Context: an optimization exercise on an open-source flow, tuned for small area and a short achievable clock period. The choices shown serve that exercise and are no tape-out recipe.
At most, simulation tests tie the RTL to the original design; equivalence was not proved.
For run 2, only the layout was checked, not whether the RTL still works.
Power is estimated from default activity; no workload was simulated.

==> flow/design.v <==
module aoi222
(
    input  logic a1, b1, a2, b2, a3, b3,
    output logic y
);
assign y = ~((a1 & b1) | (a2 & b2) | (a3 & b3));
endmodule
module nand2g
(
    input  logic a, b,
    output logic y
);
assign y = ~(a & b);
endmodule
module nand4g
(
    input  logic a, b, c, d,
    output logic y
);
assign y = ~(a & b & c & d);
endmodule
module nand3g
(
    input  logic a, b, c,
    output logic y
);
assign y = ~(a & b & c);
endmodule
module or3g
(
    input  logic a, b, c,
    output logic y
);
assign y = a | b | c;
endmodule
module aoi22
(
    input  logic a1, b1, a2, b2,
    output logic y
);
assign y = ~((a1 & b1) | (a2 & b2));
endmodule
module oai21
(
    input  logic a1, a2, b1,
    output logic y
);
assign y = ~((a1 | a2) & b1);
endmodule
module xor2g
(
    input  logic a, b,
    output logic y
);
assign y = a ^ b;
endmodule
module adder_module
(
    input  logic [31:0] pc,
    input  logic [12:1] off,
    output logic [31:0] target
);
logic [13:1] c;
logic [18:0] hi, hi_inc, hi_dec;
logic [19:0] ai, ad;
always_comb begin
    target[0] = pc[0];
    c[1] = 1'b0;
    for (int i = 1; i < 13; i++) begin
        target[i] = pc[i] ^ off[i] ^ c[i];
        c[i+1]    = (pc[i] & off[i]) | (c[i] & (pc[i] ^ off[i]));
    end
    hi = pc[31:13];
    ai[0] = 1'b1;
    ad[0] = 1'b1;
    for (int i = 0; i < 19; i++) begin
        hi_inc[i] = hi[i] ^ ai[i];
        hi_dec[i] = hi[i] ^ ad[i];
        ai[i+1] = ai[i] & hi[i];
        ad[i+1] = ad[i] & ~hi[i];
    end
    case ({c[13], off[12]})
        2'b10:   target[31:13] = hi_inc;
        2'b01:   target[31:13] = hi_dec;
        default: target[31:13] = hi;
    endcase
end
endmodule
module Barrel_shift
(
    input  logic [31:0] X,
    input  logic [4:0]  shamt,
    input  logic        fill,
    output logic [31:0] o
);
logic [31:0] s0, s1, s2, s3, s4;
always_comb begin
    s0 = shamt[0] ? {fill, X[31:1]}          : X;
    s1 = shamt[1] ? {{2{fill}}, s0[31:2]}    : s0;
    s2 = shamt[2] ? {{4{fill}}, s1[31:4]}    : s1;
    s3 = shamt[3] ? {{8{fill}}, s2[31:8]}    : s2;
    s4 = shamt[4] ? {{16{fill}}, s3[31:16]}  : s3;
    o  = s4;
end
endmodule
module Count_Unit
(
    input  logic [31:0] X,
    input  logic [31:0] A,
    input  logic        pop,
    output logic [5:0]  out
);
logic [15:0]      v1;  logic [15:0][0:0] p1;
logic [7:0]       v2;  logic [7:0][1:0]  p2;
logic [3:0]       v3;  logic [3:0][2:0]  p3;
logic [1:0]       v4;  logic [1:0][3:0]  p4;
logic             v5;  logic [4:0]       p5;
logic [5:0]       tz;
logic [7:0][2:0]  c1;
logic [3:0][3:0]  c2;
logic [1:0][4:0]  c3;
logic [5:0]       c4;
genvar k;
generate
    for (k = 0; k < 8; k++) begin : q4
        pop4 p (.x(A[4*k+3:4*k]), .c(c1[k]));
    end
    for (k = 0; k < 4; k++) begin : a3
        cla_add #(.N(3)) s (.a(c1[2*k]), .b(c1[2*k+1]), .s(c2[k]));
    end
    for (k = 0; k < 2; k++) begin : a4
        cla_add #(.N(4)) s (.a(c2[2*k]), .b(c2[2*k+1]), .s(c3[k]));
    end
endgenerate
cla_add #(.N(5)) a5 (.a(c3[0]), .b(c3[1]), .s(c4));
always_comb begin
    for (int i = 0; i < 16; i++) begin
        v1[i] = X[2*i] | X[2*i+1];
        p1[i] = ~X[2*i];
    end
    for (int i = 0; i < 8; i++) begin
        v2[i] = v1[2*i] | v1[2*i+1];
        p2[i] = v1[2*i] ? {1'b0, p1[2*i]} : {1'b1, p1[2*i+1]};
    end
    for (int i = 0; i < 4; i++) begin
        v3[i] = v2[2*i] | v2[2*i+1];
        p3[i] = v2[2*i] ? {1'b0, p2[2*i]} : {1'b1, p2[2*i+1]};
    end
    for (int i = 0; i < 2; i++) begin
        v4[i] = v3[2*i] | v3[2*i+1];
        p4[i] = v3[2*i] ? {1'b0, p3[2*i]} : {1'b1, p3[2*i+1]};
    end
    v5 = v4[0] | v4[1];
    p5 = v4[0] ? {1'b0, p4[0]} : {1'b1, p4[1]};
    tz = {~v5, p5 & {5{v5}}};
    out = pop ? c4 : tz;
end
endmodule
module pop4
(
    input  logic [3:0] x,
    output logic [2:0] c
);
logic x1, x2, n1, n2, nx;
xor2g e1 (.a(x[0]), .b(x[1]), .y(x1));
xor2g e2 (.a(x[2]), .b(x[3]), .y(x2));
xor2g e3 (.a(x1), .b(x2), .y(c[0]));
assign n1 = x[0] & x[1];
assign n2 = x[2] & x[3];
xor2g e4 (.a(n1), .b(n2), .y(nx));
assign c[1] = nx | (x1 & x2);
assign c[2] = n1 & n2;
endmodule
module cla_add
#(
    parameter N = 4
)
(
    input  logic [N-1:0] a, b,
    output logic [N:0]   s
);
logic [N-1:0] p, g;
logic [N:0]   c;
genvar i;
generate
    for (i = 0; i < N; i++) begin : bit_g
        xor2g hp (.a(a[i]), .b(b[i]), .y(p[i]));
        xor2g hs (.a(p[i]), .b(c[i]), .y(s[i]));
    end
endgenerate
assign g = a & b;
always_comb begin
    c[0] = 1'b0;
    for (int j = 0; j < N; j++) c[j+1] = g[j] | (p[j] & c[j]);
end
assign s[N] = c[N];
endmodule
module ALU
(
    input  logic [31:0] A, B,
    input  logic        sub,       
    input  logic        rev,       
    input  logic        arith,     
    input  logic        pop,       
    input  logic        s_sum, s_sl, s_sr, s_cnt, s_slt, s_sltu, s_xor, s_or, s_and,
    output logic [31:0] Sum,
    output logic        Ltu, Lt, Eq,
    output logic [31:0] F
);
logic [33:0] s;
logic [31:0] x, ar, sh;
logic [5:0]  cnt;
assign s   = {1'b0, A, 1'b1} + {1'b0, B ^ {32{sub}}, sub};
assign Sum = s[32:1];
assign Ltu = ~s[33];
assign Lt  = (A[31] ^ B[31]) ? A[31] : Ltu;
assign x   = A ^ B;
assign Eq  = ~|x;
always_comb for (int i = 0; i < 32; i++) ar[i] = rev ? A[31-i] : A[i];
Barrel_shift shifter (.X(ar), .shamt(B[4:0]), .fill(arith & A[31]), .o(sh));
Count_Unit   counter (.X(ar), .A(A), .pop(pop), .out(cnt));
always_comb begin
    for (int i = 0; i < 32; i++)
        F[i] = (s_sum & Sum[i]) | (s_sl & sh[31-i]) | (s_sr & sh[i]) |
               (s_xor & x[i]) | (s_or & (A[i] | B[i])) | (s_and & A[i] & B[i]);
    F[0]   = F[0] | (s_slt & Lt) | (s_sltu & Ltu);
    F[5:0] = F[5:0] | ({6{s_cnt}} & cnt);
end
endmodule
module Extend
(
    input  logic [31:0] Instr,
    output logic [31:0] ImmExt
);
logic b6, b5, b4, b3, b2;
assign {b6, b5, b4, b3, b2} = Instr[6:2];
always_comb begin
    if (b4 & b2 & ~b6)                            
        ImmExt = {Instr[31:12], 12'b0};
    else if (b3)                                  
        ImmExt = {{12{Instr[31]}}, Instr[19:12], Instr[20], Instr[30:21], 1'b0};
    else if (b5 & ~b4 & ~b6)                      
        ImmExt = {{20{Instr[31]}}, Instr[31:25], Instr[11:7]};
    else                                          
        ImmExt = {{20{Instr[31]}}, Instr[31:20]};
end
endmodule
module PC
(
    input  logic        CLK,
    input  logic        reset,
    input  logic [31:0] PCNext,
    output logic [31:0] PC
);
always_ff @(posedge CLK or negedge reset) begin
    if (!reset) PC <= 32'h8000_0000;
    else        PC <= PCNext;
end
endmodule
module Register_File
(
    input  logic        clk,
    input  logic        reset,
    input  logic [4:0]  A1, A2, A3,
    input  logic        WE3,
    input  logic [31:0] WD3,
    input  logic        use1,      
    input  logic        pcsel,     
    input  logic [31:0] PC,
    output logic [31:0] RD1, RD2
);
logic [31:1][31:0] file;
logic [31:1]       valid;
logic [31:1]       wsel, sel1, sel2;
logic [3:0] lo1, lo2, low;
logic [7:0] hi1, hi2, hiw;
always_comb begin
    for (int j = 0; j < 4; j++) begin
        lo1[j] = (A1[1:0] == 2'(j));
        lo2[j] = (A2[1:0] == 2'(j));
        low[j] = (A3[1:0] == 2'(j));
    end
    for (int k = 0; k < 8; k++) begin
        hi1[k] = use1 && (A1[4:2] == 3'(k));
        hi2[k] = (A2[4:2] == 3'(k));
        hiw[k] = WE3 && (A3[4:2] == 3'(k));
    end
    for (int i = 1; i < 32; i++) begin
        wsel[i] = hiw[i/4] && low[i%4];
        sel1[i] = valid[i] && hi1[i/4] && lo1[i%4];
        sel2[i] = valid[i] && hi2[i/4] && lo2[i%4];
    end
end
always_ff @(posedge clk or negedge reset) begin
    if (!reset) valid <= '0;
    else        valid <= valid | wsel;
end
logic [31:1][31:0] nxt, hold_n;
logic [31:1]       wsel_n;
logic [31:0]       wd_n;
assign wsel_n = ~wsel;
assign wd_n   = ~WD3;
genvar r, b;
generate
    for (r = 1; r < 32; r++) begin : wr
        for (b = 0; b < 32; b++) begin : wb
            nand2g h (.a(wsel_n[r]), .b(file[r][b]), .y(hold_n[r][b]));
            oai21  m (.a1(wsel_n[r]), .a2(wd_n[b]), .b1(hold_n[r][b]), .y(nxt[r][b]));
        end
    end
endgenerate
always_ff @(posedge clk) file <= nxt;
RF_read #(.EXTRA(1)) rp1 (.sel(sel1), .file(file), .xsel(pcsel), .x(PC), .rd(RD1));
RF_read #(.EXTRA(0)) rp2 (.sel(sel2), .file(file), .xsel(1'b0), .x(32'b0), .rd(RD2));
endmodule
module RF_read
#(
    parameter EXTRA = 0
)
(
    input  logic [31:1]       sel,
    input  logic [31:1][31:0] file,
    input  logic              xsel,
    input  logic [31:0]       x,
    output logic [31:0]       rd
);
genvar b, g;
generate
    for (b = 0; b < 32; b++) begin : bit_g
        logic [10:0] t;      
        logic [2:0]  u;
        for (g = 0; g < 10; g++) begin : grp
            aoi222 c (.a1(sel[3*g+1]), .b1(file[3*g+1][b]),
                      .a2(sel[3*g+2]), .b2(file[3*g+2][b]),
                      .a3(sel[3*g+3]), .b3(file[3*g+3][b]), .y(t[g]));
        end
        if (EXTRA) begin : gx
            aoi22 c31 (.a1(sel[31]), .b1(file[31][b]), .a2(xsel), .b2(x[b]), .y(t[10]));
        end else begin : g1
            nand2g c31 (.a(sel[31]), .b(file[31][b]), .y(t[10]));
        end
        nand4g n0 (.a(t[0]), .b(t[1]), .c(t[2]), .d(t[3]), .y(u[0]));
        nand4g n1 (.a(t[4]), .b(t[5]), .c(t[6]), .d(t[7]), .y(u[1]));
        nand3g n2 (.a(t[8]), .b(t[9]), .c(t[10]), .y(u[2]));
        or3g   o  (.a(u[0]), .b(u[1]), .c(u[2]), .y(rd[b]));
    end
endgenerate
endmodule
module riscv_singlecycle
(
    input  logic        clk_i,          
    input  logic        rstn_i,         
    output logic [31:0] imem_addr_o,    
    input  logic [31:0] imem_rdata_i,   
    output logic [31:0] dmem_addr_o,    
    output logic [31:0] dmem_wdata_o,   
    output logic [3:0]  dmem_we_o,      
    input  logic [31:0] dmem_rdata_i,   
    output logic        rd_we_o,        
    output logic [4:0]  rd_addr_o,      
    output logic [31:0] rd_data_o       
);
logic [31:0] instr, pc, pc_next, pc4, btgt, imm, rs1, rs2, srcb, sum, alu_f, ldata, result;
logic [2:0]  f3;
logic b6, b5, b4, b3, b2, i30;
logic is_alu, is_op, is_branch, is_jump, is_jal, is_store, is_load, is_upper, is_auipc;
logic reg_write, use_rs2, sub, ltu, lt, eq, taken, f3is0, f3is1;
assign instr = imem_rdata_i;
assign f3  = instr[14:12];
assign i30 = instr[30];
assign {b6, b5, b4, b3, b2} = instr[6:2];
assign is_alu    = ~b6 &  b4 & ~b2;             
assign is_op     = ~b6 &  b5 & b4 & ~b2;        
assign is_branch =  b6 & ~b2;
assign is_jump   =  b6 &  b2;                   
assign is_jal    =  b3;
assign is_store  = ~b6 &  b5 & ~b4;
assign is_load   = ~b6 & ~b5 & ~b4;
assign is_upper  = ~b6 &  b4 & b2;              
assign is_auipc  = is_upper & ~b5;
assign reg_write = ~(is_store | is_branch);
assign use_rs2   = is_op | is_branch;
assign f3is0     = (f3 == 3'b000);
assign f3is1     = (f3 == 3'b001);
assign sub = is_branch | (is_alu & ((f3[1] & ~f3[2]) | (f3is0 & i30 & b5)));
Extend imm_gen (.Instr(instr), .ImmExt(imm));
PC pc_reg (.CLK(clk_i), .reset(rstn_i), .PCNext(pc_next), .PC(pc));
Register_File rf (.clk(clk_i), .reset(rstn_i), .A1(instr[19:15]), .A2(instr[24:20]), .A3(instr[11:7]),
    .WE3(reg_write), .WD3(result), .use1(~(is_upper | is_jal)), .pcsel(is_auipc | is_jal), .PC(pc),
    .RD1(rs1), .RD2(rs2));
assign srcb = use_rs2 ? rs2 : imm;
ALU alu (.A(rs1), .B(srcb), .sub(sub),
    .rev(~f3[2] & ~(i30 & instr[20])), .arith(i30), .pop(instr[21]),
    .s_sum(is_upper | (is_alu & f3is0)),
    .s_sl(is_alu & f3is1 & ~i30), .s_sr(is_alu & (f3 == 3'b101)), .s_cnt(is_alu & f3is1 & i30),
    .s_slt(is_alu & (f3 == 3'b010)), .s_sltu(is_alu & (f3 == 3'b011)),
    .s_xor(is_alu & (f3 == 3'b100)), .s_or(is_alu & (f3 == 3'b110)), .s_and(is_alu & (f3 == 3'b111)),
    .Sum(sum), .Ltu(ltu), .Lt(lt), .Eq(eq), .F(alu_f));
adder_module btgt_add (.pc(pc), .off({instr[31], instr[7], instr[30:25], instr[11:8]}), .target(btgt));
assign pc4 = {pc[31:2] + 30'd1, pc[1:0]};
always_comb begin
    ldata[7:0]   = dmem_rdata_i[7:0];
    ldata[15:8]  = (f3[1:0] == 2'b00) ? {8{~f3[2] & dmem_rdata_i[7]}} : dmem_rdata_i[15:8];
    ldata[31:16] = f3[1] ? dmem_rdata_i[31:16] :
                   {16{~f3[2] & (f3[0] ? dmem_rdata_i[15] : dmem_rdata_i[7])}};
end
always_comb begin
    case (f3[2:1])
        2'b00:   taken = eq ^ f3[0];
        2'b10:   taken = lt ^ f3[0];
        default: taken = ltu ^ f3[0];
    endcase
end
assign result = alu_f | ({32{is_load}} & ldata) | ({32{is_jump}} & pc4);
always_comb begin
    if (is_jump)                  pc_next = sum;      
    else if (is_branch & taken)   pc_next = btgt;
    else                          pc_next = pc4;
end
assign imem_addr_o  = pc;
assign dmem_addr_o  = sum;
assign dmem_wdata_o = rs2;
assign dmem_we_o    = {{2{is_store & f3[1]}}, is_store & (f3[1] | f3[0]), is_store};
assign rd_we_o      = reg_write;
assign rd_addr_o    = instr[11:7];
assign rd_data_o    = result;
endmodule
==> flow/run.sh <==
#!/bin/bash
# synth_recipe.tcl (not shown) runs the flow's synth.tcl, then flattens the netlist and writes it again
# the make line also repeats each setting of config.mk as NAME=value (left out here)
make -C /OpenROAD-flow-scripts/flow DESIGN_CONFIG=/design/flow/config.mk WORK_HOME=/design/flow/orfs CLKGATE_MAP_FILE= SYNTH_SCRIPT=/design/flow/synth_recipe.tcl finish
==> flow/config.mk <==
export PLATFORM = sky130hd
export DESIGN_NAME = riscv_singlecycle
export DESIGN_NICKNAME = riscv_singlecycle
export VERILOG_FILES = /design/flow/design.v
export SDC_FILE = /design/flow/constraint.sdc
export NUM_CORES = 4
export LEC_CHECK = 0
export CAP_MARGIN = 20
export CORE_MARGIN = 2
export CORE_UTILIZATION = 45
export SLEW_MARGIN = 20
export SYNTH_HIERARCHICAL = 1
export SYNTH_MINIMUM_KEEP_SIZE = 0
==> flow/constraint.sdc <==
create_clock -name core_clock -period 40.0 [get_ports {clk_i}]
set_input_delay 8.0000 -clock core_clock [delete_from_list [all_inputs] [get_ports {clk_i}]]
set_output_delay 8.0000 -clock core_clock [all_outputs]
set_load 0.01 [all_outputs]
==> flow_summary.html, run 1 <==
<table>
<tr><th>Metric</th><th>Value</th></tr>
<tr><th colspan="2">Placed design</th></tr>
<tr><td>Count of buffers from port buffering</td><td>201</td></tr>
<tr><td>Last weighted congestion value of the routability-driven placer</td><td>1.030</td></tr>
<tr><td>Placed wire-length estimate after detailed placement</td><td>164000 um</td></tr>
<tr><th colspan="2">CTS</th></tr>
<tr><td>TritonCTS clock tree</td><td>yes</td></tr>
<tr><td>Quantity of gates resized following cts</td><td>0</td></tr>
<tr><td>Root buffer selected by CTS</td><td>sky130_fd_sc_hd__clkbuf_16</td></tr>
<tr><td>Clock Path Buffers</td><td>3</td></tr>
<tr><td>Number of hold-repair buffers added at the cts stage</td><td>0</td></tr>
<tr><td>Count of clock tree sinks</td><td>1055</td></tr>
<tr><td>Clock insertion delay at the later pin of the skew report</td><td>0.75 ns</td></tr>
<tr><td>Post-CTS setup buffer count</td><td>0</td></tr>
<tr><td>CTS Buf Count</td><td>111</td></tr>
<tr><td>CTS clock-pin slew for the worst setup and hold paths</td><td>0.05 ns</td></tr>
<tr><td>CTS H-tree lvls</td><td>3</td></tr>
<tr><th colspan="2">Route</th></tr>
<tr><td>Number of vias after detailed routing</td><td>54630</td></tr>
<tr><td>Starting DRC count in detailed routing</td><td>10300</td></tr>
<tr><td>Detailed-route wire length</td><td>253600 um</td></tr>
<tr><td>Via density</td><td>6.905</td></tr>
<tr><td>Post-detailed-route wirelength per cell</td><td>32.05 um</td></tr>
<tr><td>Remaining DRCs</td><td>0</td></tr>
<tr><td>Antenna viol nets, final</td><td>0</td></tr>
<tr><td>DR pass1 iterations</td><td>13</td></tr>
<tr><th colspan="2">Pwr</th></tr>
<tr><td>Maximum ir drop on the vdd rail</td><td>0.07990 mV</td></tr>
<tr><td>Power dissipated by switching net loads</td><td>1819 uW</td></tr>
<tr><td>Combinational cell fraction of total power</td><td>0.387</td></tr>
<tr><td>Clock power share</td><td>0.237</td></tr>
<tr><td>Relative contribution of sequential cells to total power</td><td>0.377</td></tr>
<tr><td>Pwr Density</td><td>72.56 nW/um^2</td></tr>
<tr><td>Switching fraction of total power</td><td>0.4148</td></tr>
<tr><td>Post-route total power</td><td>4385 uW</td></tr>
<tr><td>Internal power consumption</td><td>2566 uW</td></tr>
<tr><td>Cell leakage power</td><td>0.02275 uW</td></tr>
<tr><th colspan="2">Yosys</th></tr>
<tr><td>Number of cells produced by synthesis</td><td>5952</td></tr>
<tr><td>Number of synthesis warnings</td><td>17</td></tr>
<tr><td>Syn_nets</td><td>6099</td></tr>
<tr><td>Post-synthesis cell area</td><td>52020 um^2</td></tr>
<tr><td>Average instance area after synthesis</td><td>8.739 um^2</td></tr>
<tr><th colspan="2">Critical path</th></tr>
<tr><td>CP Data Required Time</td><td>32.00 ns</td></tr>
<tr><td>Slowest cell on the critical path</td><td>sky130_fd_sc_hd__and3_2</td></tr>
<tr><td>Combined buffer and inverter count along the critical path</td><td>3</td></tr>
<tr><td>Critical path's most frequent cell</td><td>sky130_fd_sc_hd__xor2_1</td></tr>
<tr><td>Launching element type of the critical path</td><td>input port</td></tr>
<tr><td>Cell family with the largest share of critical-path delay</td><td>simple AND/OR/NAND/NOR gates</td></tr>
<tr><td>Highest fanout seen on the critical path</td><td>32</td></tr>
<tr><td>Critical path endpoint category</td><td>primary output</td></tr>
<tr><td>RR Startpoint</td><td>rf.valid[22]</td></tr>
<tr><td>Crit Path Class</td><td>input port to primary output</td></tr>
<tr><td>Endpoint of the lowest-slack register-to-register path</td><td>pc_reg.PC[22]</td></tr>
<tr><td>Reg2reg path depth</td><td>21</td></tr>
<tr><td>Data arrival time of the worst path</td><td>17.97 ns</td></tr>
<tr><td>Worst reg-to-reg setup slack</td><td>31.50 ns</td></tr>
<tr><td>CP peak stage delay</td><td>1.07 ns</td></tr>
<tr><th colspan="2">Job</th></tr>
<tr><td>Max capacitance violation total</td><td>0</td></tr>
<tr><th colspan="2">STA</th></tr>
<tr><td>Max Slew Vio Count</td><td>0</td></tr>
<tr><td>Final Hold Vio Count</td><td>0</td></tr>
<tr><td>Worst clock skew</td><td>0.05108 ns</td></tr>
<tr><td>Headroom to the max-slew limit</td><td>0.1713</td></tr>
<tr><td>Final cycle utilization of the critical path</td><td>0.6493</td></tr>
<tr><td>Post-route setup TNS</td><td>0 ns</td></tr>
<tr><td>Unrepaired setup endpoints after global routing</td><td>no</td></tr>
<tr><td>Highest achievable clock rate</td><td>0.03850 GHz</td></tr>
<tr><td>Final critical path time including I/O delays and setup</td><td>25.97 ns</td></tr>
<tr><td>Final setup fails</td><td>0</td></tr>
<tr><td>Measured slew at the worst slew-check pin</td><td>1.243 ns</td></tr>
<tr><th colspan="2">Global route</th></tr>
<tr><td>Total Routing Usage GR</td><td>0.4119</td></tr>
<tr><td>Via count of the first global-routing pass</td><td>49070</td></tr>
<tr><td>First-pass GRT wire length</td><td>353600 um</td></tr>
<tr><td>Pin count of the biggest net entering global routing</td><td>65</td></tr>
<tr><td>Total grt overflow</td><td>0</td></tr>
<tr><td>Number of antenna violations at the first check in global routing</td><td>36</td></tr>
<tr><th colspan="2">Die</th></tr>
<tr><td>Number of top-level pins</td><td>204</td></tr>
<tr><td>Die ar.</td><td>118300 um^2</td></tr>
<tr><td>Horiz. Die Dim</td><td>344.0 um</td></tr>
<tr><td>Starting Density</td><td>0.4543</td></tr>
<tr><td>Floorplan row count</td><td>124</td></tr>
<tr><td>Die height</td><td>344.0 um</td></tr>
<tr><td>Core region area</td><td>114500 um^2</td></tr>
<tr><th colspan="2">Min path</th></tr>
<tr><td>Sink of the worst hold path</td><td>rf.file[422]</td></tr>
<tr><td>Hold path startpoint</td><td>rf.file[422]</td></tr>
<tr><td>Class of the worst hold path</td><td>flop to flop</td></tr>
<tr><td>Depth of the worst hold-timing path</td><td>2</td></tr>
<tr><th colspan="2">Cells and area</th></tr>
<tr><td>Commonest non-fill, non-tap cell in the layout</td><td>sky130_fd_sc_hd__nand2_1</td></tr>
<tr><td>Area delta synth-&gt;final</td><td>16.18%</td></tr>
<tr><td>Commonest cells after routing, fill and taps aside</td><td>1218 x sky130_fd_sc_hd__nand2_1, 1004 x sky130_fd_sc_hd__o21ai_1, 992 x sky130_fd_sc_hd__dfxtp_1, 645 x sky130_fd_sc_hd__a222oi_1, 200 x sky130_fd_sc_hd__clkdlybuf4s50_1</td></tr>
<tr><td>Post-layout nets</td><td>6443</td></tr>
<tr><td>Layout cell share with drive strength beyond 1</td><td>0.09519</td></tr>
<tr><td>Fillers</td><td>11090</td></tr>
<tr><th colspan="2">Outcome</th></tr>
<tr><td>Result of the run</td><td>no timing/DRC/antenna violations</td></tr>
</table>
-- power by group through the flow --
| stage | registers [uW] | logic (uW) | clock network (uW) |
|---|---|---|---|
| global route | 1680 | 1800 | 1090 |
| finish | 1650 | 1700 | 1040 |
| CTS | 1630 | 1650 | 1040 |
| detailed placement | 1650 | 1640 | 0 |
| global placement | 1640 | 1620 | 0 |
| floorplan | 1580 | 1020 | 0 |
-- worst min-delay path, cell delays in order, from the launching register on --
cell and delay, ns:
sky130_fd_sc_hd__dfxtp_1 0.32, sky130_fd_sc_hd__nand2_1 0.05, sky130_fd_sc_hd__o21ai_1 0.05
-- final cells by class --
type	count	area, um^2	area share
Sequential cell	1055	21440	0.3547
Antenna cell	13	32.53	0.0005383
Inverter	128	480.5	0.007950
Tap cell	1512	1892	0.03130
Timing Repair Buffer	371	3291	0.05445
Clock buffer	173	3395	0.05617
Multi-Input combinational cell	4629	29620	0.4901
Clock inverter	31	286.5	0.004741
-- stage by stage --
| step | cells | setup slack (ns) | instance area (um^2) | hold WS [ns] | utilization |
|---|---|---|---|---|---|
| after floorplan | 5952 | 17.78 | 52020 | 0.4332 | - |
| after global placement | 7694 | 14.61 | 56700 | 0.4441 | 0.4952 |
| after detailed placement | 7694 | 14.57 | 56710 | 0.4506 | 0.4952 |
| after CTS | 7898 | 14.53 | 60390 | 0.4619 | 0.5274 |
| after global routing | 7899 | 13.98 | 60400 | 0.4774 | 0.5275 |
| final | 7912 | 14.03 | 60430 | 0.4617 | 0.5278 |
-- metal layers --
| metal | wire length [um] | vias to the layer above | track usage |
|---|---|---|---|
| met3 | 30980 | 902 | 0.1055 |
| met1 | 95350 | 25730 | 0.5214 |
| met2 | 106800 | 3641 | 0.6131 |
| met5 | 151 | - | 0 |
| li1 | - | 24340 | - |
| met4 | 20380 | 18 | 0.2870 |
-- registers in the layout (all words and copies together) (netlist names) --
name,count
pc_reg.PC,32
rf.file,992
rf.valid,31
-- worst max path at each step --
| stage | to | slack, ns | depth (start not counted) | start |
|---|---|---|---|---|
| after floorplan | rd_data_o[4] | 17.78 | 24 | imem_rdata_i[2] |
| after global placement | rd_data_o[4] | 14.61 | 27 | imem_rdata_i[2] |
| after detailed placement | rd_data_o[4] | 14.57 | 27 | imem_rdata_i[2] |
| after CTS | rd_data_o[4] | 14.53 | 27 | imem_rdata_i[2] |
| after global routing | rd_data_o[4] | 13.98 | 27 | imem_rdata_i[2] |
| final | rd_data_o[4] | 14.03 | 27 | imem_rdata_i[2] |
==> run 2, diff against run 1 <==
--- a/flow/design.v
+++ b/flow/design.v
@@ -58,32 +58,8 @@
 (
     input  logic [31:0] pc,
-    input  logic [12:1] off,
+    input  logic [31:0] off,
     output logic [31:0] target
 );
-logic [13:1] c;
-logic [18:0] hi, hi_inc, hi_dec;
-logic [19:0] ai, ad;
-always_comb begin
-    target[0] = pc[0];
-    c[1] = 1'b0;
-    for (int i = 1; i < 13; i++) begin
-        target[i] = pc[i] ^ off[i] ^ c[i];
-        c[i+1]    = (pc[i] & off[i]) | (c[i] & (pc[i] ^ off[i]));
-    end
-    hi = pc[31:13];
-    ai[0] = 1'b1;
-    ad[0] = 1'b1;
-    for (int i = 0; i < 19; i++) begin
-        hi_inc[i] = hi[i] ^ ai[i];
-        hi_dec[i] = hi[i] ^ ad[i];
-        ai[i+1] = ai[i] & hi[i];
-        ad[i+1] = ad[i] & ~hi[i];
-    end
-    case ({c[13], off[12]})
-        2'b10:   target[31:13] = hi_inc;
-        2'b01:   target[31:13] = hi_dec;
-        default: target[31:13] = hi;
-    endcase
-end
+assign target = pc + off;
 endmodule
 module Barrel_shift
@@ -204,4 +180,5 @@
     input  logic        pop,       
     input  logic        s_sum, s_sl, s_sr, s_cnt, s_slt, s_sltu, s_xor, s_or, s_and,
+    input  logic [31:0] E,         
     output logic [31:0] Sum,
     output logic        Ltu, Lt, Eq,
@@ -223,5 +200,5 @@
     for (int i = 0; i < 32; i++)
         F[i] = (s_sum & Sum[i]) | (s_sl & sh[31-i]) | (s_sr & sh[i]) |
-               (s_xor & x[i]) | (s_or & (A[i] | B[i])) | (s_and & A[i] & B[i]);
+               (s_xor & x[i]) | (s_or & (A[i] | B[i])) | (s_and & A[i] & B[i]) | E[i];
     F[0]   = F[0] | (s_slt & Lt) | (s_sltu & Ltu);
     F[5:0] = F[5:0] | ({6{s_cnt}} & cnt);
@@ -231,17 +208,20 @@
 (
     input  logic [31:0] Instr,
-    output logic [31:0] ImmExt
+    output logic [31:0] ImmExt,
+    output logic [31:0] PcImm
 );
 logic b6, b5, b4, b3, b2;
 assign {b6, b5, b4, b3, b2} = Instr[6:2];
 always_comb begin
-    if (b4 & b2 & ~b6)                            
-        ImmExt = {Instr[31:12], 12'b0};
-    else if (b3)                                  
-        ImmExt = {{12{Instr[31]}}, Instr[19:12], Instr[20], Instr[30:21], 1'b0};
-    else if (b5 & ~b4 & ~b6)                      
+    if (b5 & ~b4 & ~b6)                           
         ImmExt = {{20{Instr[31]}}, Instr[31:25], Instr[11:7]};
     else                                          
         ImmExt = {{20{Instr[31]}}, Instr[31:20]};
+    if (~b6)                                      
+        PcImm = {Instr[31:12], 12'b0};
+    else if (b3)                                  
+        PcImm = {{12{Instr[31]}}, Instr[19:12], Instr[20], Instr[30:21], 1'b0};
+    else                                          
+        PcImm = {{20{Instr[31]}}, Instr[7], Instr[30:25], Instr[11:8], 1'b0};
 end
 endmodule
@@ -265,7 +245,4 @@
     input  logic        WE3,
     input  logic [31:0] WD3,
-    input  logic        use1,      
-    input  logic        pcsel,     
-    input  logic [31:0] PC,
     output logic [31:0] RD1, RD2
 );
@@ -282,5 +259,5 @@
     end
     for (int k = 0; k < 8; k++) begin
-        hi1[k] = use1 && (A1[4:2] == 3'(k));
+        hi1[k] = (A1[4:2] == 3'(k));
         hi2[k] = (A2[4:2] == 3'(k));
         hiw[k] = WE3 && (A3[4:2] == 3'(k));
@@ -311,5 +288,5 @@
 endgenerate
 always_ff @(posedge clk) file <= nxt;
-RF_read #(.EXTRA(1)) rp1 (.sel(sel1), .file(file), .xsel(pcsel), .x(PC), .rd(RD1));
+RF_read #(.EXTRA(0)) rp1 (.sel(sel1), .file(file), .xsel(1'b0), .x(32'b0), .rd(RD1));
 RF_read #(.EXTRA(0)) rp2 (.sel(sel2), .file(file), .xsel(1'b0), .x(32'b0), .rd(RD2));
 endmodule
@@ -361,5 +338,5 @@
     output logic [31:0] rd_data_o       
 );
-logic [31:0] instr, pc, pc_next, pc4, btgt, imm, rs1, rs2, srcb, sum, alu_f, ldata, result;
+logic [31:0] instr, pc, pc_next, pc4, ptgt, pimm, early, imm, rs1, rs2, srcb, sum, alu_f, ldata, result;
 logic [2:0]  f3;
 logic b6, b5, b4, b3, b2, i30;
@@ -384,18 +361,18 @@
 assign f3is1     = (f3 == 3'b001);
 assign sub = is_branch | (is_alu & ((f3[1] & ~f3[2]) | (f3is0 & i30 & b5)));
-Extend imm_gen (.Instr(instr), .ImmExt(imm));
+Extend imm_gen (.Instr(instr), .ImmExt(imm), .PcImm(pimm));
 PC pc_reg (.CLK(clk_i), .reset(rstn_i), .PCNext(pc_next), .PC(pc));
 Register_File rf (.clk(clk_i), .reset(rstn_i), .A1(instr[19:15]), .A2(instr[24:20]), .A3(instr[11:7]),
-    .WE3(reg_write), .WD3(result), .use1(~(is_upper | is_jal)), .pcsel(is_auipc | is_jal), .PC(pc),
-    .RD1(rs1), .RD2(rs2));
+    .WE3(reg_write), .WD3(result), .RD1(rs1), .RD2(rs2));
 assign srcb = use_rs2 ? rs2 : imm;
 ALU alu (.A(rs1), .B(srcb), .sub(sub),
     .rev(~f3[2] & ~(i30 & instr[20])), .arith(i30), .pop(instr[21]),
-    .s_sum(is_upper | (is_alu & f3is0)),
+    .s_sum(is_alu & f3is0),
     .s_sl(is_alu & f3is1 & ~i30), .s_sr(is_alu & (f3 == 3'b101)), .s_cnt(is_alu & f3is1 & i30),
     .s_slt(is_alu & (f3 == 3'b010)), .s_sltu(is_alu & (f3 == 3'b011)),
     .s_xor(is_alu & (f3 == 3'b100)), .s_or(is_alu & (f3 == 3'b110)), .s_and(is_alu & (f3 == 3'b111)),
+    .E(early),
     .Sum(sum), .Ltu(ltu), .Lt(lt), .Eq(eq), .F(alu_f));
-adder_module btgt_add (.pc(pc), .off({instr[31], instr[7], instr[30:25], instr[11:8]}), .target(btgt));
+adder_module pc_add (.pc(pc), .off(pimm), .target(ptgt));
 assign pc4 = {pc[31:2] + 30'd1, pc[1:0]};
 always_comb begin
@@ -412,8 +389,10 @@
     endcase
 end
-assign result = alu_f | ({32{is_load}} & ldata) | ({32{is_jump}} & pc4);
+assign early  = ({32{is_load}} & ldata) | ({32{is_jump}} & pc4) |
+                ({32{is_upper}} & (is_auipc ? ptgt : pimm));
+assign result = alu_f;
 always_comb begin
-    if (is_jump)                  pc_next = sum;      
-    else if (is_branch & taken)   pc_next = btgt;
+    if (is_jump & ~is_jal)                 pc_next = sum;      
+    else if (is_jal | (is_branch & taken)) pc_next = ptgt;     
     else                          pc_next = pc4;
 end
==> flow/flow/run.sh (new file) <==
#!/bin/bash
# Layout flow: the standard ORFS flow (standard.sh, all steps) with
# these changes to how the layout is built:
#  - the port buffers are buf_2 cells rather than the default pick, a slow
#    delay cell (timing repair may size them up);
#  - timing repair (floorplan, CTS and global-route steps) aims at a setup
#    slack margin, so the critical paths get sized and buffered although the
#    40 ns clock is met by a wide margin;
#  - clock tree: larger sink clusters and no dummy loads, which needs far
#    fewer clock buffers (flip-flop clock slew stays under the limit).
# Each tool's full output is in orfs/logs/...; this script's in standard.log.
set -euo pipefail
MARGIN=$(cat flow/margin.txt)
bash standard.sh \
    "BUFFER_PORTS_ARGS=-buffer_cell sky130_fd_sc_hd__buf_2" \
    "SETUP_SLACK_MARGIN=${MARGIN}" \
    "CTS_ARGS=-sink_clustering_enable -repair_clock_nets -dont_use_dummy_load -sink_clustering_size 30 -sink_clustering_max_diameter 80" \
    finish > standard.log 2>&1
==> flow/flow/margin.txt (new file) <==
18.5
==> flow/standard.sh (new file) <==
#!/bin/bash
# synth_recipe.tcl (not shown) runs the flow's synth.tcl, then flattens the netlist and writes it again
# the make line also repeats each setting of config.mk as NAME=value (left out here)
make -C /OpenROAD-flow-scripts/flow DESIGN_CONFIG=/design/flow/config.mk WORK_HOME=/design/flow/orfs CLKGATE_MAP_FILE= SYNTH_SCRIPT=/design/flow/synth_recipe.tcl "${@:-finish}"
--- a/flow/config.mk
+++ b/flow/config.mk
@@ -8,5 +8,6 @@
 export CAP_MARGIN = 20
 export CORE_MARGIN = 2
-export CORE_UTILIZATION = 45
+export CORE_UTILIZATION = 40
+export PLACE_DENSITY = 0.5
 export SLEW_MARGIN = 20
 export SYNTH_HIERARCHICAL = 1
removed: flow/run.sh
==> run 2 against run 1 <==
  * Routed wire length increased by 9.4%
  * Largest cell class unchanged
  * Sequential power decreased by 5%
  * Hold slack about the same
  * Register-to-register slack improved by 1.2 ns
  * Flip-flop and latch count is the same
  * Via count up 1.6%
  * Synthesized cell count rose by 3.3%
==> flow_summary.html, run 2 <==
<table>
<tr><th>Metric</th><th>Value</th></tr>
<tr><th colspan="2">Critical path</th></tr>
<tr><td>Highest fanout seen on the critical path</td><td>9</td></tr>
<tr><td>Critical path launch point</td><td>imem_rdata_i[19]</td></tr>
<tr><td>Worst reg-to-reg setup slack</td><td>32.74 ns</td></tr>
<tr><td>Launching element type of the critical path</td><td>input port</td></tr>
<tr><td>Crit Path Class</td><td>input port to primary output</td></tr>
<tr><td>CP Data Required Time</td><td>32.00 ns</td></tr>
<tr><td>Critical path endpoint category</td><td>primary output</td></tr>
<tr><td>Reg2reg path depth</td><td>23</td></tr>
<tr><td>RR Startpoint</td><td>rf.valid[10]</td></tr>
<tr><td>Data arrival time of the worst path</td><td>13.85 ns</td></tr>
<tr><td>Endpoint of the lowest-slack register-to-register path</td><td>pc_reg.PC[28]</td></tr>
<tr><th colspan="2">Pwr</th></tr>
<tr><td>Cell leakage power</td><td>0.02357 uW</td></tr>
<tr><td>Switching fraction of total power</td><td>0.4160</td></tr>
<tr><td>Relative contribution of sequential cells to total power</td><td>0.423</td></tr>
<tr><td>Pwr Density</td><td>59.65 nW/um^2</td></tr>
<tr><td>Power dissipated by switching net loads</td><td>1530 uW</td></tr>
<tr><td>Maximum ir drop on the vdd rail</td><td>0.04891 mV</td></tr>
<tr><td>Clock power share</td><td>0.165</td></tr>
<tr><td>Combinational cell fraction of total power</td><td>0.412</td></tr>
<tr><td>Internal power consumption</td><td>2148 uW</td></tr>
<tr><th colspan="2">Route</th></tr>
<tr><td>Remaining DRCs</td><td>0</td></tr>
<tr><td>Detailed-route wire length</td><td>277300 um</td></tr>
<tr><td>DR pass1 iterations</td><td>11</td></tr>
<tr><td>Via density</td><td>6.687</td></tr>
<tr><td>Number of vias after detailed routing</td><td>55530</td></tr>
<tr><td>Post-detailed-route wirelength per cell</td><td>33.40 um</td></tr>
<tr><td>Antenna viol nets, final</td><td>0</td></tr>
<tr><td>Starting DRC count in detailed routing</td><td>10040</td></tr>
<tr><th colspan="2">Die</th></tr>
<tr><td>Die height</td><td>368.0 um</td></tr>
<tr><td>Number of top-level pins</td><td>204</td></tr>
<tr><td>Core region area</td><td>131500 um^2</td></tr>
<tr><td>Starting Density</td><td>0.4031</td></tr>
<tr><td>Horiz. Die Dim</td><td>368.0 um</td></tr>
<tr><td>Floorplan row count</td><td>133</td></tr>
<tr><td>Die ar.</td><td>135400 um^2</td></tr>
<tr><th colspan="2">Yosys</th></tr>
<tr><td>Average instance area after synthesis</td><td>8.622 um^2</td></tr>
<tr><td>Number of cells produced by synthesis</td><td>6146</td></tr>
<tr><td>Number of synthesis warnings</td><td>16</td></tr>
<tr><td>Post-synthesis cell area</td><td>52990 um^2</td></tr>
<tr><td>Syn_nets</td><td>6312</td></tr>
<tr><th colspan="2">Placed design</th></tr>
<tr><td>Placed wire-length estimate after detailed placement</td><td>169400 um</td></tr>
<tr><td>Count of buffers from port buffering</td><td>201</td></tr>
<tr><td>Last weighted congestion value of the routability-driven placer</td><td>1.038</td></tr>
<tr><td>Worst slack at placement</td><td>16.43 ns</td></tr>
<tr><th colspan="2">Cells and area</th></tr>
<tr><td>Post-layout nets</td><td>6711</td></tr>
<tr><td>Fillers</td><td>13230</td></tr>
<tr><td>Layout cell share with drive strength beyond 1</td><td>0.1562</td></tr>
<tr><td>Max reg flops</td><td>992</td></tr>
<tr><td>Commonest non-fill, non-tap cell in the layout</td><td>sky130_fd_sc_hd__nand2_1</td></tr>
<tr><td>Commonest cells after routing, fill and taps aside</td><td>1239 x sky130_fd_sc_hd__nand2_1, 1010 x sky130_fd_sc_hd__o21ai_1, 992 x sky130_fd_sc_hd__dfxtp_1, 662 x sky130_fd_sc_hd__a222oi_1, 227 x sky130_fd_sc_hd__buf_4</td></tr>
<tr><td>Area delta synth-&gt;final</td><td>16.33%</td></tr>
<tr><td>Largest register by flop count</td><td>rf.file</td></tr>
<tr><td>Largest registers</td><td>rf.file x992, pc_reg.PC x32, rf.valid x31</td></tr>
<tr><th colspan="2">CTS</th></tr>
<tr><td>Count of clock tree sinks</td><td>1055</td></tr>
<tr><td>TritonCTS clock tree</td><td>yes</td></tr>
<tr><td>Root buffer selected by CTS</td><td>sky130_fd_sc_hd__clkbuf_16</td></tr>
<tr><td>CTS H-tree lvls</td><td>2</td></tr>
<tr><td>Clock insertion delay at the later pin of the skew report</td><td>0.74 ns</td></tr>
<tr><td>CTS Buf Count</td><td>56</td></tr>
<tr><td>Clock Path Buffers</td><td>3</td></tr>
<tr><td>CTS clock-pin slew for the worst setup and hold paths</td><td>0.07 ns</td></tr>
<tr><th colspan="2">Global route</th></tr>
<tr><td>Number of antenna violations at the first check in global routing</td><td>12</td></tr>
<tr><td>Pin count of the biggest net entering global routing</td><td>65</td></tr>
<tr><td>Total grt overflow</td><td>0</td></tr>
<tr><td>Via count of the first global-routing pass</td><td>49740</td></tr>
<tr><td>Total Routing Usage GR</td><td>0.3851</td></tr>
<tr><td>First-pass GRT wire length</td><td>377500 um</td></tr>
<tr><th colspan="2">Min path</th></tr>
<tr><td>Depth of the worst hold-timing path</td><td>2</td></tr>
<tr><td>Hold path startpoint</td><td>rf.file[433]</td></tr>
<tr><td>Sink of the worst hold path</td><td>rf.file[433]</td></tr>
<tr><td>Class of the worst hold path</td><td>flop to flop</td></tr>
<tr><th colspan="2">STA</th></tr>
<tr><td>Final cycle utilization of the critical path</td><td>0.5461</td></tr>
<tr><td>Worst clock skew</td><td>0.1134 ns</td></tr>
<tr><td>Post-route setup TNS</td><td>0 ns</td></tr>
<tr><td>Headroom to the max-slew limit</td><td>0.2368</td></tr>
<tr><td>Highest achievable clock rate</td><td>0.04578 GHz</td></tr>
<tr><td>Max Slew Vio Count</td><td>0</td></tr>
<tr><td>Final Hold Vio Count</td><td>0</td></tr>
<tr><td>Unrepaired setup endpoints after global routing</td><td>yes</td></tr>
<tr><td>Final critical path time including I/O delays and setup</td><td>21.85 ns</td></tr>
<tr><td>Final setup fails</td><td>0</td></tr>
<tr><td>Measured slew at the worst slew-check pin</td><td>1.133 ns</td></tr>
<tr><td>Final critical-path setup slack</td><td>18.15 ns</td></tr>
<tr><th colspan="2">Outcome</th></tr>
<tr><td>Result of the run</td><td>no timing/DRC/antenna violations</td></tr>
<tr><th colspan="2">Job</th></tr>
<tr><td>Max capacitance violation total</td><td>0</td></tr>
</table>
run 2: per-stage QoR:
step,cell area [um^2],cells,util,power [uW],hold slack [ns]
after floorplan,52990,6146,-,2324,0.4332
final,61650,8304,0.4689,3677,0.4617
after detailed placement,56700,8084,0.4313,2835,0.4491
after global placement,56660,8082,0.4310,2810,0.4438
after CTS,60470,8250,0.4599,3553,0.4639
after global routing,61630,8298,0.4688,3858,0.4798
run 2: final cells by class:
type | count | area (um^2) | area share
Antenna cell | 6 | 15.01 | 0.0002436
Clock buffer | 56 | 1401 | 0.02273
Inverter | 162 | 616.8 | 0.01001
Multi-Input combinational cell | 4761 | 31670 | 0.5138
Sequential cell | 1055 | 21440 | 0.3477
Tap cell | 1755 | 2196 | 0.03562
Timing Repair Buffer | 509 | 4309 | 0.06990
run 2: power by group through the flow:
stage                     clock (uW)  combinational [uW]  sequential, uW
after global routing             654                1620            1590
final                            608                1510            1560
after floorplan                    0                 809            1510
after CTS                        620                1390            1540
after global placement             0                1260            1550
after detailed placement           0                1270            1560
run 2: routing by layer:
metal  GRT usage  vias up  routed length (um)
met5           0        -                  11
met2      0.5746     3282              116900
li1            -    24990                   -
met3     0.08984      685               30140
met4      0.2491        2               21830
met1      0.4976    26570              108500
run 2: worst max path at each step:
stage | to | slack (ns) | depth (start not counted)
2_1_floorplan | rd_data_o[5] | 19.35 | 25
3_3_place_gp | rd_data_o[0] | 16.48 | 22
3_5_place_dp | rd_data_o[0] | 16.43 | 22
4_1_cts | rd_data_o[0] | 18.42 | 27
5_1_grt | rd_data_o[4] | 18.23 | 27
6_report | rd_data_o[28] | 18.15 | 22
run 2: worst max-delay path: stages:
cell	delay, ns
sky130_fd_sc_hd__buf_12	0.11
sky130_fd_sc_hd__and3b_2	0.27
sky130_fd_sc_hd__and3_4	0.22
sky130_fd_sc_hd__buf_12	0.15
sky130_fd_sc_hd__buf_16	0.16
sky130_fd_sc_hd__a222oi_1	0.37
sky130_fd_sc_hd__nand4_1	0.41
sky130_fd_sc_hd__or3_4	0.56
sky130_fd_sc_hd__buf_4	0.15
sky130_fd_sc_hd__buf_6	0.12
sky130_fd_sc_hd__nand2_1	0.05
sky130_fd_sc_hd__o21ai_1	0.07
sky130_fd_sc_hd__buf_4	0.19
sky130_fd_sc_hd__mux4_2	0.49
sky130_fd_sc_hd__a32o_2	0.31
sky130_fd_sc_hd__a221oi_4	0.26
sky130_fd_sc_hd__o221ai_4	0.20
sky130_fd_sc_hd__a222oi_1	0.85
sky130_fd_sc_hd__o2111ai_2	0.34
sky130_fd_sc_hd__a21oi_2	0.25
sky130_fd_sc_hd__nand3_4	0.14
sky130_fd_sc_hd__buf_6	0.15
run 2: what timing repair did:
action | CTS | global route
gates cloned | 14 | 8
resized for setup | 299 | 141
buffers inserted | 96 | 39
setup endpoints to repair | 59 | 33
pin swaps | 208 | 133
hold buffers | 0 | 0
endpoints found under the hold margin | 0 | 0
==> run 3, diff against run 2 <==
--- a/flow/design.v
+++ b/flow/design.v
@@ -55,4 +55,11 @@
 assign y = a ^ b;
 endmodule
+module and2g
+(
+    input  logic a, b,
+    output logic y
+);
+assign y = a & b;
+endmodule
 module adder_module
 (
@@ -84,6 +91,6 @@
     input  logic [31:0] X,
     input  logic [31:0] A,
-    input  logic        pop,
-    output logic [5:0]  out
+    output logic [5:0]  pop,       
+    output logic [5:0]  tz         
 );
 logic [15:0]      v1;  logic [15:0][0:0] p1;
@@ -92,5 +99,4 @@
 logic [1:0]       v4;  logic [1:0][3:0]  p4;
 logic             v5;  logic [4:0]       p5;
-logic [5:0]       tz;
 logic [7:0][2:0]  c1;
 logic [3:0][3:0]  c2;
@@ -110,4 +116,5 @@
 endgenerate
 cla_add #(.N(5)) a5 (.a(c3[0]), .b(c3[1]), .s(c4));
+assign pop = c4;
 always_comb begin
     for (int i = 0; i < 16; i++) begin
@@ -130,5 +137,4 @@
     p5 = v4[0] ? {1'b0, p4[0]} : {1'b1, p4[1]};
     tz = {~v5, p5 & {5{v5}}};
-    out = pop ? c4 : tz;
 end
 endmodule
@@ -162,5 +168,9 @@
     for (i = 0; i < N; i++) begin : bit_g
         xor2g hp (.a(a[i]), .b(b[i]), .y(p[i]));
-        xor2g hs (.a(p[i]), .b(c[i]), .y(s[i]));
+        if (i == 0) begin : l
+            assign s[i] = p[i];
+        end else begin : h
+            xor2g hs (.a(p[i]), .b(c[i]), .y(s[i]));
+        end
     end
 endgenerate
@@ -178,6 +188,5 @@
     input  logic        rev,       
     input  logic        arith,     
-    input  logic        pop,       
-    input  logic        s_sum, s_sl, s_sr, s_cnt, s_slt, s_sltu, s_xor, s_or, s_and,
+    input  logic        s_sum, s_sl, s_sr, s_pop, s_tz, s_slt, s_sltu, s_xor, s_or, s_and,
     input  logic [31:0] E,         
     output logic [31:0] Sum,
@@ -187,5 +196,7 @@
 logic [33:0] s;
 logic [31:0] x, ar, sh;
-logic [5:0]  cnt;
+logic [5:0]  pc, tz;
+logic [31:0] En, t1, t2, t3;
+logic        t4, t5;
 assign s   = {1'b0, A, 1'b1} + {1'b0, B ^ {32{sub}}, sub};
 assign Sum = s[32:1];
@@ -196,12 +207,28 @@
 always_comb for (int i = 0; i < 32; i++) ar[i] = rev ? A[31-i] : A[i];
 Barrel_shift shifter (.X(ar), .shamt(B[4:0]), .fill(arith & A[31]), .o(sh));
-Count_Unit   counter (.X(ar), .A(A), .pop(pop), .out(cnt));
-always_comb begin
-    for (int i = 0; i < 32; i++)
-        F[i] = (s_sum & Sum[i]) | (s_sl & sh[31-i]) | (s_sr & sh[i]) |
-               (s_xor & x[i]) | (s_or & (A[i] | B[i])) | (s_and & A[i] & B[i]) | E[i];
-    F[0]   = F[0] | (s_slt & Lt) | (s_sltu & Ltu);
-    F[5:0] = F[5:0] | ({6{s_cnt}} & cnt);
-end
+Count_Unit   counter (.X(ar), .A(A), .pop(pc), .tz(tz));
+assign En = ~E;
+genvar i;
+generate
+    for (i = 0; i < 32; i++) begin : f
+        logic o, n;
+        assign o = A[i] | B[i];
+        assign n = A[i] & B[i];
+        aoi222 g1 (.a1(s_sum), .b1(Sum[i]), .a2(s_sl), .b2(sh[31-i]), .a3(s_sr), .b3(sh[i]), .y(t1[i]));
+        aoi222 g2 (.a1(s_xor), .b1(x[i]), .a2(s_or), .b2(o), .a3(s_and), .b3(n), .y(t2[i]));
+        if (i == 0) begin : b0
+            aoi22 g3 (.a1(s_pop), .b1(pc[i]), .a2(s_tz), .b2(tz[i]), .y(t3[i]));
+            aoi22 g4 (.a1(s_slt), .b1(Lt), .a2(s_sltu), .b2(Ltu), .y(t4));
+            and2g g5 (.a(t4), .b(En[i]), .y(t5));
+            nand4g g (.a(t1[i]), .b(t2[i]), .c(t3[i]), .d(t5), .y(F[i]));
+        end else if (i < 6) begin : bc
+            aoi22 g3 (.a1(s_pop), .b1(pc[i]), .a2(s_tz), .b2(tz[i]), .y(t3[i]));
+            nand4g g (.a(t1[i]), .b(t2[i]), .c(t3[i]), .d(En[i]), .y(F[i]));
+        end else begin : bo
+            assign t3[i] = 1'b1;
+            nand3g g (.a(t1[i]), .b(t2[i]), .c(En[i]), .y(F[i]));
+        end
+    end
+endgenerate
 endmodule
 module Extend
@@ -367,7 +394,7 @@
 assign srcb = use_rs2 ? rs2 : imm;
 ALU alu (.A(rs1), .B(srcb), .sub(sub),
-    .rev(~f3[2] & ~(i30 & instr[20])), .arith(i30), .pop(instr[21]),
+    .rev(~f3[2] & ~(i30 & instr[20])), .arith(i30),
     .s_sum(is_alu & f3is0),
-    .s_sl(is_alu & f3is1 & ~i30), .s_sr(is_alu & (f3 == 3'b101)), .s_cnt(is_alu & f3is1 & i30),
+    .s_sl(is_alu & f3is1 & ~i30), .s_sr(is_alu & (f3 == 3'b101)), .s_pop(is_alu & f3is1 & i30 & instr[21]), .s_tz(is_alu & f3is1 & i30 & ~instr[21]),
     .s_slt(is_alu & (f3 == 3'b010)), .s_sltu(is_alu & (f3 == 3'b011)),
     .s_xor(is_alu & (f3 == 3'b100)), .s_or(is_alu & (f3 == 3'b110)), .s_and(is_alu & (f3 == 3'b111)),
==> run 3 against run 2 <==
  * Clock power increased by 2%
  * Final cell count barely moved
  * Worst setup slack better by 0.016 ns
  * Still clean
  * Register-to-register slack better by 0.26 ns
  * Hold slack gained 0.0036 ns
  * Critical path depth did not move
  * Combinational power about the same
  * Sequential share of layout area decreased by 0.85 points
  * Non-clock buffer count up 58
  * Maximum frequency about the same
==> flow_summary.html, run 3 <==
<table>
<tr><th>Metric</th><th>Value</th></tr>
<tr><th colspan="2">Outcome</th></tr>
<tr><td>Result of the run</td><td>no timing/DRC/antenna violations</td></tr>
<tr><th colspan="2">Die</th></tr>
<tr><td>Die height</td><td>368.7 um</td></tr>
<tr><td>Horiz. Die Dim</td><td>368.7 um</td></tr>
<tr><td>Floorplan row count</td><td>133</td></tr>
<tr><td>Number of top-level pins</td><td>204</td></tr>
<tr><td>Starting Density</td><td>0.4037</td></tr>
<tr><td>Die ar.</td><td>135900 um^2</td></tr>
<tr><td>Core region area</td><td>131800 um^2</td></tr>
<tr><th colspan="2">Critical path</th></tr>
<tr><td>Data arrival time of the worst path</td><td>13.83 ns</td></tr>
<tr><td>Reg2reg path depth</td><td>22</td></tr>
<tr><td>Critical Path, Cell by Cell</td><td>buf_16, nor3b_4, and3_4, buf_12, a222oi_1, nand4_1, or3_4, mux2_4, buf_12, xor2_1, ha_1, a21oi_4, o221ai_4, a21oi_4, o31a_1, o211ai_1, a221oi_2, xnor2_2, a222oi_1, nand3_2, buf_8, buf_6</td></tr>
<tr><td>RR Startpoint</td><td>rf.valid[19]</td></tr>
<tr><td>CP Data Required Time</td><td>32.00 ns</td></tr>
<tr><td>Launching element type of the critical path</td><td>input port</td></tr>
<tr><td>Endpoint of the lowest-slack register-to-register path</td><td>pc_reg.PC[20]</td></tr>
<tr><td>CP peak stage delay</td><td>0.74 ns</td></tr>
<tr><td>Highest fanout seen on the critical path</td><td>16</td></tr>
<tr><td>Cell family with the largest share of critical-path delay</td><td>compound AO/OA/AOI/OAI gates</td></tr>
<tr><td>Crit Path Class</td><td>input port to primary output</td></tr>
<tr><td>Combined buffer and inverter count along the critical path</td><td>5</td></tr>
<tr><td>Critical path endpoint category</td><td>primary output</td></tr>
<tr><td>Worst reg-to-reg setup slack</td><td>33.00 ns</td></tr>
<tr><td>Slowest cell on the critical path</td><td>sky130_fd_sc_hd__a222oi_1</td></tr>
<tr><th colspan="2">Route</th></tr>
<tr><td>Via density</td><td>6.716</td></tr>
<tr><td>Starting DRC count in detailed routing</td><td>11190</td></tr>
<tr><td>Antenna viol nets, final</td><td>0</td></tr>
<tr><td>Remaining DRCs</td><td>0</td></tr>
<tr><td>DR pass1 iterations</td><td>12</td></tr>
<tr><td>Post-detailed-route wirelength per cell</td><td>33.63 um</td></tr>
<tr><td>Number of vias after detailed routing</td><td>55820</td></tr>
<tr><td>Detailed-route wire length</td><td>279500 um</td></tr>
<tr><th colspan="2">Global route</th></tr>
<tr><td>Layer with the highest usage after global routing</td><td>met2</td></tr>
<tr><td>Number of antenna violations at the first check in global routing</td><td>8</td></tr>
<tr><td>First-pass GRT wire length</td><td>377300 um</td></tr>
<tr><td>Met1 demand-to-capacity share in global routing</td><td>0.5106</td></tr>
<tr><td>Total Routing Usage GR</td><td>0.3851</td></tr>
<tr><td>Global Route met3 Usage</td><td>0.06623</td></tr>
<tr><td>Total grt overflow</td><td>0</td></tr>
<tr><td>Pin count of the biggest net entering global routing</td><td>65</td></tr>
<tr><td>Global-route met2 utilization</td><td>0.5796</td></tr>
<tr><td>Via count of the first global-routing pass</td><td>49110</td></tr>
<tr><th colspan="2">Yosys</th></tr>
<tr><td>Syn_nets</td><td>6275</td></tr>
<tr><td>Number of synthesis warnings</td><td>16</td></tr>
<tr><td>Number of cells produced by synthesis</td><td>6080</td></tr>
<tr><td>Average instance area after synthesis</td><td>8.750 um^2</td></tr>
<tr><td>Post-synthesis cell area</td><td>53200 um^2</td></tr>
<tr><th colspan="2">STA</th></tr>
<tr><td>Max Slew Vio Count</td><td>0</td></tr>
<tr><td>Unrepaired setup endpoints after global routing</td><td>yes</td></tr>
<tr><td>Worst clock skew</td><td>0.1283 ns</td></tr>
<tr><td>Highest achievable clock rate</td><td>0.04581 GHz</td></tr>
<tr><td>Measured slew at the worst slew-check pin</td><td>1.065 ns</td></tr>
<tr><td>Post-route setup TNS</td><td>0 ns</td></tr>
<tr><td>Final cycle utilization of the critical path</td><td>0.5457</td></tr>
<tr><td>Final setup fails</td><td>0</td></tr>
<tr><td>Final Hold Vio Count</td><td>0</td></tr>
<tr><td>Final critical path time including I/O delays and setup</td><td>21.83 ns</td></tr>
<tr><td>Headroom to the max-slew limit</td><td>0.2854</td></tr>
<tr><th colspan="2">Cells and area</th></tr>
<tr><td>Register cell area after layout</td><td>21440 um^2</td></tr>
<tr><td>Largest register by flop count</td><td>rf.file</td></tr>
<tr><td>Share of the core filled with cells</td><td>0.4795</td></tr>
<tr><td>Commonest cells after routing, fill and taps aside</td><td>1191 x sky130_fd_sc_hd__nand2_1, 1009 x sky130_fd_sc_hd__o21ai_1, 992 x sky130_fd_sc_hd__dfxtp_1, 706 x sky130_fd_sc_hd__a222oi_1, 259 x sky130_fd_sc_hd__buf_4</td></tr>
<tr><td>Post-layout nets</td><td>6748</td></tr>
<tr><td>Fillers</td><td>13060</td></tr>
<tr><td>Commonest non-fill, non-tap cell in the layout</td><td>sky130_fd_sc_hd__nand2_1</td></tr>
<tr><td>Max reg flops</td><td>992</td></tr>
<tr><td>Area of the multi-input gates</td><td>31860 um^2</td></tr>
<tr><td>Largest registers</td><td>rf.file x992, pc_reg.PC x32, rf.valid x31</td></tr>
<tr><td>Area delta synth-&gt;final</td><td>18.79%</td></tr>
<tr><td>Layout cell share with drive strength beyond 1</td><td>0.1675</td></tr>
<tr><th colspan="2">Pwr</th></tr>
<tr><td>Maximum ir drop on the vdd rail</td><td>0.05443 mV</td></tr>
<tr><td>Cell leakage power</td><td>0.02457 uW</td></tr>
<tr><td>Pwr Density</td><td>58.92 nW/um^2</td></tr>
<tr><th colspan="2">CTS</th></tr>
<tr><td>CTS Buf Count</td><td>58</td></tr>
<tr><td>TritonCTS clock tree</td><td>yes</td></tr>
<tr><td>Root buffer selected by CTS</td><td>sky130_fd_sc_hd__clkbuf_16</td></tr>
<tr><td>Clock insertion delay at the later pin of the skew report</td><td>0.74 ns</td></tr>
<tr><td>Clock Path Buffers</td><td>3</td></tr>
<tr><td>CTS H-tree lvls</td><td>2</td></tr>
<tr><td>CTS clock-pin slew for the worst setup and hold paths</td><td>0.08 ns</td></tr>
<tr><td>Count of clock tree sinks</td><td>1055</td></tr>
<tr><th colspan="2">Placed design</th></tr>
<tr><td>Placed wire-length estimate after detailed placement</td><td>167300 um</td></tr>
<tr><td>Count of buffers from port buffering</td><td>201</td></tr>
<tr><td>Last weighted congestion value of the routability-driven placer</td><td>1.001</td></tr>
<tr><th colspan="2">Min path</th></tr>
<tr><td>Depth of the worst hold-timing path</td><td>1</td></tr>
<tr><td>Class of the worst hold path</td><td>flop to flop</td></tr>
<tr><td>Sink of the worst hold path</td><td>rf.valid[31]</td></tr>
<tr><td>Hold path startpoint</td><td>rf.valid[31]</td></tr>
<tr><th colspan="2">Job</th></tr>
<tr><td>Max capacitance violation total</td><td>0</td></tr>
</table>
run 3: changes by cell type in the layout (fill, tap and decap cells not counted), moves of 15 or more:
cell,delta
sky130_fd_sc_hd__a21oi_1,-33
sky130_fd_sc_hd__ha_1,+20
sky130_fd_sc_hd__buf_12,+24
sky130_fd_sc_hd__o221ai_1,+18
sky130_fd_sc_hd__nand3_2,+16
sky130_fd_sc_hd__a222oi_1,+44
sky130_fd_sc_hd__nand3_1,-79
sky130_fd_sc_hd__buf_4,+32
sky130_fd_sc_hd__inv_1,+55
sky130_fd_sc_hd__buf_6,-19
sky130_fd_sc_hd__nor2_1,-15
sky130_fd_sc_hd__and3_2,-16
sky130_fd_sc_hd__nand2_1,-48
sky130_fd_sc_hd__xor2_2,-18
run 3: worst reg2reg max path: cells and delay by family (launching register included):
family / cells / cell delay [ns]
AOI/OAI and AO/OA: 8 / 2.11
and+or+nand+nor: 5 / 1.84
muxes: 4 / 1.31
DFF: 1 / 0.58
buffers and inverters: 3 / 0.45
adders and majority gates: 1 / 0.41
xor gates and xnor gates: 1 / 0.14
run 3: stage by stage:
step	worst slack, ns	instances	instance area, um^2	power (uW)	hold slack, ns
2_1_floorplan	19.60	6080	53200	2397	0.4332
3_3_place_gp	16.40	8038	56940	2880	0.4433
3_5_place_dp	16.43	8038	56940	2905	0.4493
4_1_cts	18.41	8227	61600	3606	0.4662
5_1_grt	18.10	8306	63180	3891	0.4785
6_report	18.17	8312	63200	3723	0.4653
run 3: worst max-delay path by stage:
stage,cells past startpoint,to,from
final,22,rd_data_o[20],imem_rdata_i[24]
after global routing,22,rd_data_o[20],imem_rdata_i[22]
after CTS,22,rd_data_o[20],imem_rdata_i[24]
after detailed placement,20,rd_data_o[20],imem_rdata_i[21]
after global placement,20,rd_data_o[20],imem_rdata_i[21]
after floorplan,21,rd_data_o[5],imem_rdata_i[17]
run 3: where the power goes:
| part | internal, uW | leakage, uW | switching (uW) |
|---|---|---|---|
| Combinational | 566 | 0.0150 | 966 |
| Sequential | 1340 | 0.00888 | 234 |
| Clock | 257 | 0.000715 | 363 |
| Total | 2160 | 0.0246 | 1560 |
run 3: final cells by class:
| class | instances | area share |
|---|---|---|
| inverter | 215 | 0.01277 |
| clock buffer | 58 | 0.02297 |
| multi-input combinational | 4656 | 0.5041 |
| tap | 1755 | 0.03475 |
| timing repair buffer | 567 | 0.08595 |
| antenna | 6 | 0.0002376 |
| sequential | 1055 | 0.3392 |
run 3: what timing repair did:
| item | 4_1_cts | 5_1_grt |
|---|---|---|
| cloned | 27 | 12 |
| endpoints found under the hold margin | 0 | 0 |
| resized for setup | 357 | 152 |
| setup buffers | 104 | 67 |
| setup endpoints to repair | 60 | 26 |
| pin swaps | 212 | 190 |
| hold buffers | 0 | 0 |
run 3: metal layers:
layer | wire length (um) | up-vias | part of all wire
li1 | - | 25010 | -
met4 | 20610 | 6 | 0.074
met2 | 118700 | 3339 | 0.42
met1 | 110300 | 26850 | 0.39
met3 | 29880 | 618 | 0.11
met5 | 25 | - | 0.000089

-- separate check: timing with driven ports --
In the flow no input, the clock included, has a driving cell. The finished layouts below were timed again as built, in two steps.
Step 1, drivers: a clkbuf_16 drives clk_i and a buf_2 each remaining input, both assumed.
Step 2 moves the port delays by t, midway between the first and last clock arrival at a register: inputs arrive t later, outputs are due t later. That takes back most of the time a late clock gives input paths.
a / b / c = ideal ports / drivers / drivers and shift; a / b = the first two.
run	t, ns	slack for setup (ns)	pins driven straight from the clock port
run 1	0.794	14.026 / 13.995 / 13.995	1
run 2	0.768	18.154 / 18.027 / 18.027	1
run 3	0.752	18.170 / 17.992 / 17.992	1
After both steps setup and hold are still met in every run listed. The setup slack of run 3, which loses most, moves by -0.178 ns with the drivers and by -0.178 ns with both steps.
